From an optimization exercise on the open Yosys and OpenROAD flow, aimed at small area, a short achievable clock period and few clock cycles; shortcuts taken in it are not production practice. RTL that was checked went through simulation tests only; none was proved equivalent to the original. Power figures rest on the tool's default switching activity, not on a simulated workload.

## run A
## engine
module engine (
   input                      clk,
   input                      rst,
   output                     done,
   input    [63:0]            num_rows_in,
   input    [63:0]            row_start_in,
   input    [63:0]            row_skip_in,
   input    [63:0]            rows_size_in,            
   input    [63:0]            hash_mask_in,
   input                      row_rq_stall_in,
   output                     row_rq_vld_out,
   output   [47:0]            row_rq_vadr_out,
   output                     row_rs_stall_out,
   input                      row_rs_vld_in,
   input    [63:0]            row_rs_data_in,
   input                      ht_rq_afull_in,
   output                     ht_rq_vld_out,
   output   [47:0]            ht_rq_address_out,
   output                     ht_rs_afull_out,
   input                      ht_rs_write_en_in,
   input    [63:0]            ht_rs_data_in,
   input                      ll_rq_0_afull_in,
   output                     ll_rq_0_vld_out,
   output   [47:0]            ll_rq_0_address_out,
   output                     ll_rs_0_afull_out,
   input                      ll_rs_0_write_en_in,
   input    [63:0]            ll_rs_0_data_in,
   input                      ll_rq_1_afull_in,
   output                     ll_rq_1_vld_out,
   output   [47:0]            ll_rq_1_address_out,
   output                     ll_rs_1_afull_out,
   input                      ll_rs_1_write_en_in,
   input    [63:0]            ll_rs_1_data_in,
   output                     output_empty_out,
   input                      output_read_en_in,
   output   [63:0]            output_dim_table_out,
   output   [63:0]            output_fact_table_out
);
For scale: roughly 8,600 cells after synthesis, ~1,900 flip-flops, about 89,000 sq um of cells after synthesis.
Settings: LEC_CHECK=0, ABC_AREA=1, CAP_MARGIN=20, CORE_MARGIN=2, CORE_UTILIZATION=50, SETUP_SLACK_MARGIN=5, SLEW_MARGIN=20, TNS_END_PERCENT=100; clock period 11.0 ns.
standard.sh (not shown) runs the stock make flow with config.mk's settings and CLKGATE_MAP_FILE= SYNTH_SCRIPT=/design/flow/synth_recipe.tcl, a recipe that flattens the netlist after the stock synthesis.
==> flow/flow/run.sh <==
#!/bin/bash
# Layout: the standard flow (standard.sh, unchanged synthesis), with the
# port buffers made from the smallest buffer cell instead of a delay cell.
set -euo pipefail
export BUFFER_PORTS_ARGS="-buffer_cell sky130_fd_sc_hd__buf_1"
bash standard.sh > standard_flow.log 2>&1
Run A has completed all stages; timing, DRC and antenna checks passed.
Input-level comparison between run B and run A:
==> flow/run.sh (new file) <==
#!/bin/bash
# synth_recipe.tcl (not shown) runs the flow's synth.tcl, then flattens the netlist and writes it again
# the make line also repeats each setting of config.mk as NAME=value (left out here)
make -C /OpenROAD-flow-scripts/flow DESIGN_CONFIG=/design/flow/config.mk WORK_HOME=/design/flow/orfs CLKGATE_MAP_FILE= SYNTH_SCRIPT=/design/flow/synth_recipe.tcl finish
removed: flow/flow/run.sh
removed: flow/standard.sh
Findings:
Run B vs run A, critical path depth went down by 29. In run B, the slew at the pin closest to its max-slew limit came out 0.13 ns below the value in run A. In run B the depth of the most critical reg-to-reg path turned out about 6% lower than in run A. Run A was smaller in final cell area than run B. Comparing run A and run B, worst hold slack is higher on run A.
### run B -> run C
Settings: ABC_AREA: 1 -> unset.
Results
The smallest setup slack after layout reported for run C is smaller than that of run B by 0.26 ns. Summary: internal cell power, run C worse than run B. Run C — via count of the first global-routing pass 1,477 lower, run B as reference. For run C, the cell at the slowest stage of the critical path was sky130_fd_sc_hd__a221oi_1, unlike run B, where it was sky130_fd_sc_hd__clkdlybuf4s50_1.
No run of this note included a check of the RTL's function; only the layout flow was run.

engine, a different RTL version from the one above (not shown whole).
Size: roughly 8100 cells after synthesis, ~1900 flip-flops, roughly 920 I/O pins, about 87000 um^2 of cells after synthesis.
==> flow/design.v (excerpt) <==
module engine (
   input                      clk,
   input                      rst,
   output                     done,
   input    [63:0]            num_rows_in,
   input    [63:0]            row_start_in,
   input    [63:0]            row_skip_in,
   input    [63:0]            rows_size_in,            
   input    [63:0]            hash_mask_in,
   input                      row_rq_stall_in,
   output                     row_rq_vld_out,
   output   [47:0]            row_rq_vadr_out,
   output                     row_rs_stall_out,
   input                      row_rs_vld_in,
   input    [63:0]            row_rs_data_in,
   input                      ht_rq_afull_in,
   output                     ht_rq_vld_out,
   output   [47:0]            ht_rq_address_out,
   output                     ht_rs_afull_out,
   input                      ht_rs_write_en_in,
   input    [63:0]            ht_rs_data_in,
   input                      ll_rq_0_afull_in,
   output                     ll_rq_0_vld_out,
   output   [47:0]            ll_rq_0_address_out,
   output                     ll_rs_0_afull_out,
   input                      ll_rs_0_write_en_in,
   input    [63:0]            ll_rs_0_data_in,
   input                      ll_rq_1_afull_in,
   output                     ll_rq_1_vld_out,
   output   [47:0]            ll_rq_1_address_out,
   output                     ll_rs_1_afull_out,
   input                      ll_rs_1_write_en_in,
   input    [63:0]            ll_rs_1_data_in,
   output                     output_empty_out,
   input                      output_read_en_in,
   output   [63:0]            output_dim_table_out,
   output   [63:0]            output_fact_table_out
);
   localparam  K        = 16;           
   localparam  TW       = 4;            
   localparam  HTD      = 8;            
   localparam  HW       = 3;            
   localparam  ROW_CAP  = 8;            
   reg                        run_s;
   reg   [5:0]                icnt_s;
   reg   [23:0]               bh_s, bl_s;  
   reg                        bc_s;
   reg   [23:0]               dh_s, dl_s;  
   reg                        dc_s;
   reg   [63:0]               idx_s;
  ...
clock: 11.0 ns
lec_check: 0
abc_area: 1
cap_margin: 20
core_margin: 2
core_utilization: 50
slew_margin: 20
tns_end_percent: 100
==> flow/flow/run.sh <==
#!/bin/bash
set -euo pipefail
export BUFFER_PORTS_ARGS="-buffer_cell sky130_fd_sc_hd__buf_1"
export SETUP_SLACK_MARGIN=6.3
bash standard.sh > standard_flow.log 2>&1
The starting point completed without violations.
Testbench counts at the start, summed over its fixed seeds: cycles 29,088.
Edit:
==> flow/flow/run.sh (replaced) <==
#!/bin/bash
set -euo pipefail
export BUFFER_PORTS_ARGS="-buffer_cell sky130_fd_sc_hd__buf_1"
export SETUP_SLACK_MARGIN=6.6
bash standard.sh > standard_flow.log 2>&1
Settings changed: ABC_AREA 1 to default.
- clock-buffer cell count rose by 14
- power increases by 2.6%
- global-route usage goes up by 1.4 points
- final area fell by 0.36%
Edit:
==> flow/flow/run.sh (replaced) <==
#!/bin/bash
set -euo pipefail
export BUFFER_PORTS_ARGS="-buffer_cell sky130_fd_sc_hd__buf_1"
export SETUP_SLACK_MARGIN=6.3
bash standard.sh > standard_flow.log 2>&1
What happened: The new run completed with no timing, DRC or antenna violations; total power went down by 1.7%; area after synthesis stays the same; design area fell by 1.5%.

engine, a different RTL version from the one above (not shown whole).
Size: about 6500 cells after synthesis, roughly 1900 flip-flops, about 920 I/O pins, about 87000 um2 of cells after synthesis.
Settings: LEC_CHECK=0, CAP_MARGIN=20, CORE_MARGIN=2, CORE_UTILIZATION=50, SLEW_MARGIN=20, TNS_END_PERCENT=100; clock period 11.0 ns.
==> flow/flow/run.sh <==
#!/bin/bash
set -euo pipefail
export BUFFER_PORTS_ARGS="-buffer_cell sky130_fd_sc_hd__buf_1"
export SETUP_SLACK_MARGIN=6.5
bash standard.sh > standard_flow.log 2>&1
Testbench counts at the start, summed over its fixed seeds: cycles 29,088.
Then changed:
==> flow/flow/run.sh (replaced) <==
#!/bin/bash
set -euo pipefail
export BUFFER_PORTS_ARGS="-buffer_cell sky130_fd_sc_hd__buf_1"
export SETUP_SLACK_MARGIN=6.3
bash standard.sh > standard_flow.log 2>&1
CORE_UTILIZATION = 55   (was 50)
Result: Cell area decreases by 1.2%. Worst setup slack loses 0.049 ns. Cell count is lower by 2.8%. Fmax decreases by 0.99%. Routed wire length came out higher by 1.0%.
Then changed:
CORE_UTILIZATION = 50   (was 55)
Effect:
- sequential share of layout area falls by 0.26 points
- power increases by 0.82%
- via count drops by 0.63%
- clock power increases by 3.2%
- sequential power came out lower by about 0.4%
- worst setup slack is better by 0.067 ns
- hold slack hardly moves
- fmax climbs by 1.4%
Then changed:
CTS_BUF_LIST = sky130_fd_sc_hd__clkbuf_4 sky130_fd_sc_hd__clkbuf_8   (was default)
- The new run passed the timing, design-rule and antenna checks
- total power fell by 0.85%
- setup slack improved by 0.0048 ns
- sequential cell count is unchanged
- die area does not change
- clock skew climbs by 0.033 ns
- design area hardly moves
- wire length rises by about 0.55%
- global-route usage hardly moves
- clock-buffer cell count rose by 243

## what the ideal ports hide
No port has a modelled driver above. Below, the same layouts with a new extraction and two added sets of constraints.
Step 1 assumes that a clkbuf_16 drives the clock port and a buf_2 every other input.
Step 2 adds t to the input delays and takes it off the output delays; t is the mean of the earliest and latest rising clock arrival at the registers after step 1. Input paths then give back, and output paths get back, about the clock's delay inside the block.
a / b / c = ideal / step 1 / step 2; a / b = the first two.
run	shift t [ns]	setup WS [ns]	worst data-port slew with drivers (ns)
run A	0.915	5.273 / 5.273 / 4.689	0.21
run B	0.921	5.216 / 5.174 / 4.492	0.23
run C	0.940	4.952 / 4.945 / 4.478	0.23
the first run of note 2	0.919	6.001 / 5.959 / 5.342	0.15
the second run of note 2	0.910	5.928 / 5.827 / 5.685	0.16
the third run of note 2	0.911	5.934 / 5.823 / 5.531	0.25
the first run of note 3	0.893	6.160 / 6.080 / 5.588	0.24
the second run of note 3	0.912	6.112 / 6.067 / 5.436	0.17
the third run of note 3	0.895	6.179 / 6.090 / 5.502	0.29
the fourth run of note 3	1.099	6.184 / 6.091 / 5.328	0.28
After both steps every run listed still meets setup and hold. The setup slack of the fourth run of note 3, which loses most, moves by -0.093 ns with the drivers and by -0.856 ns with both steps.
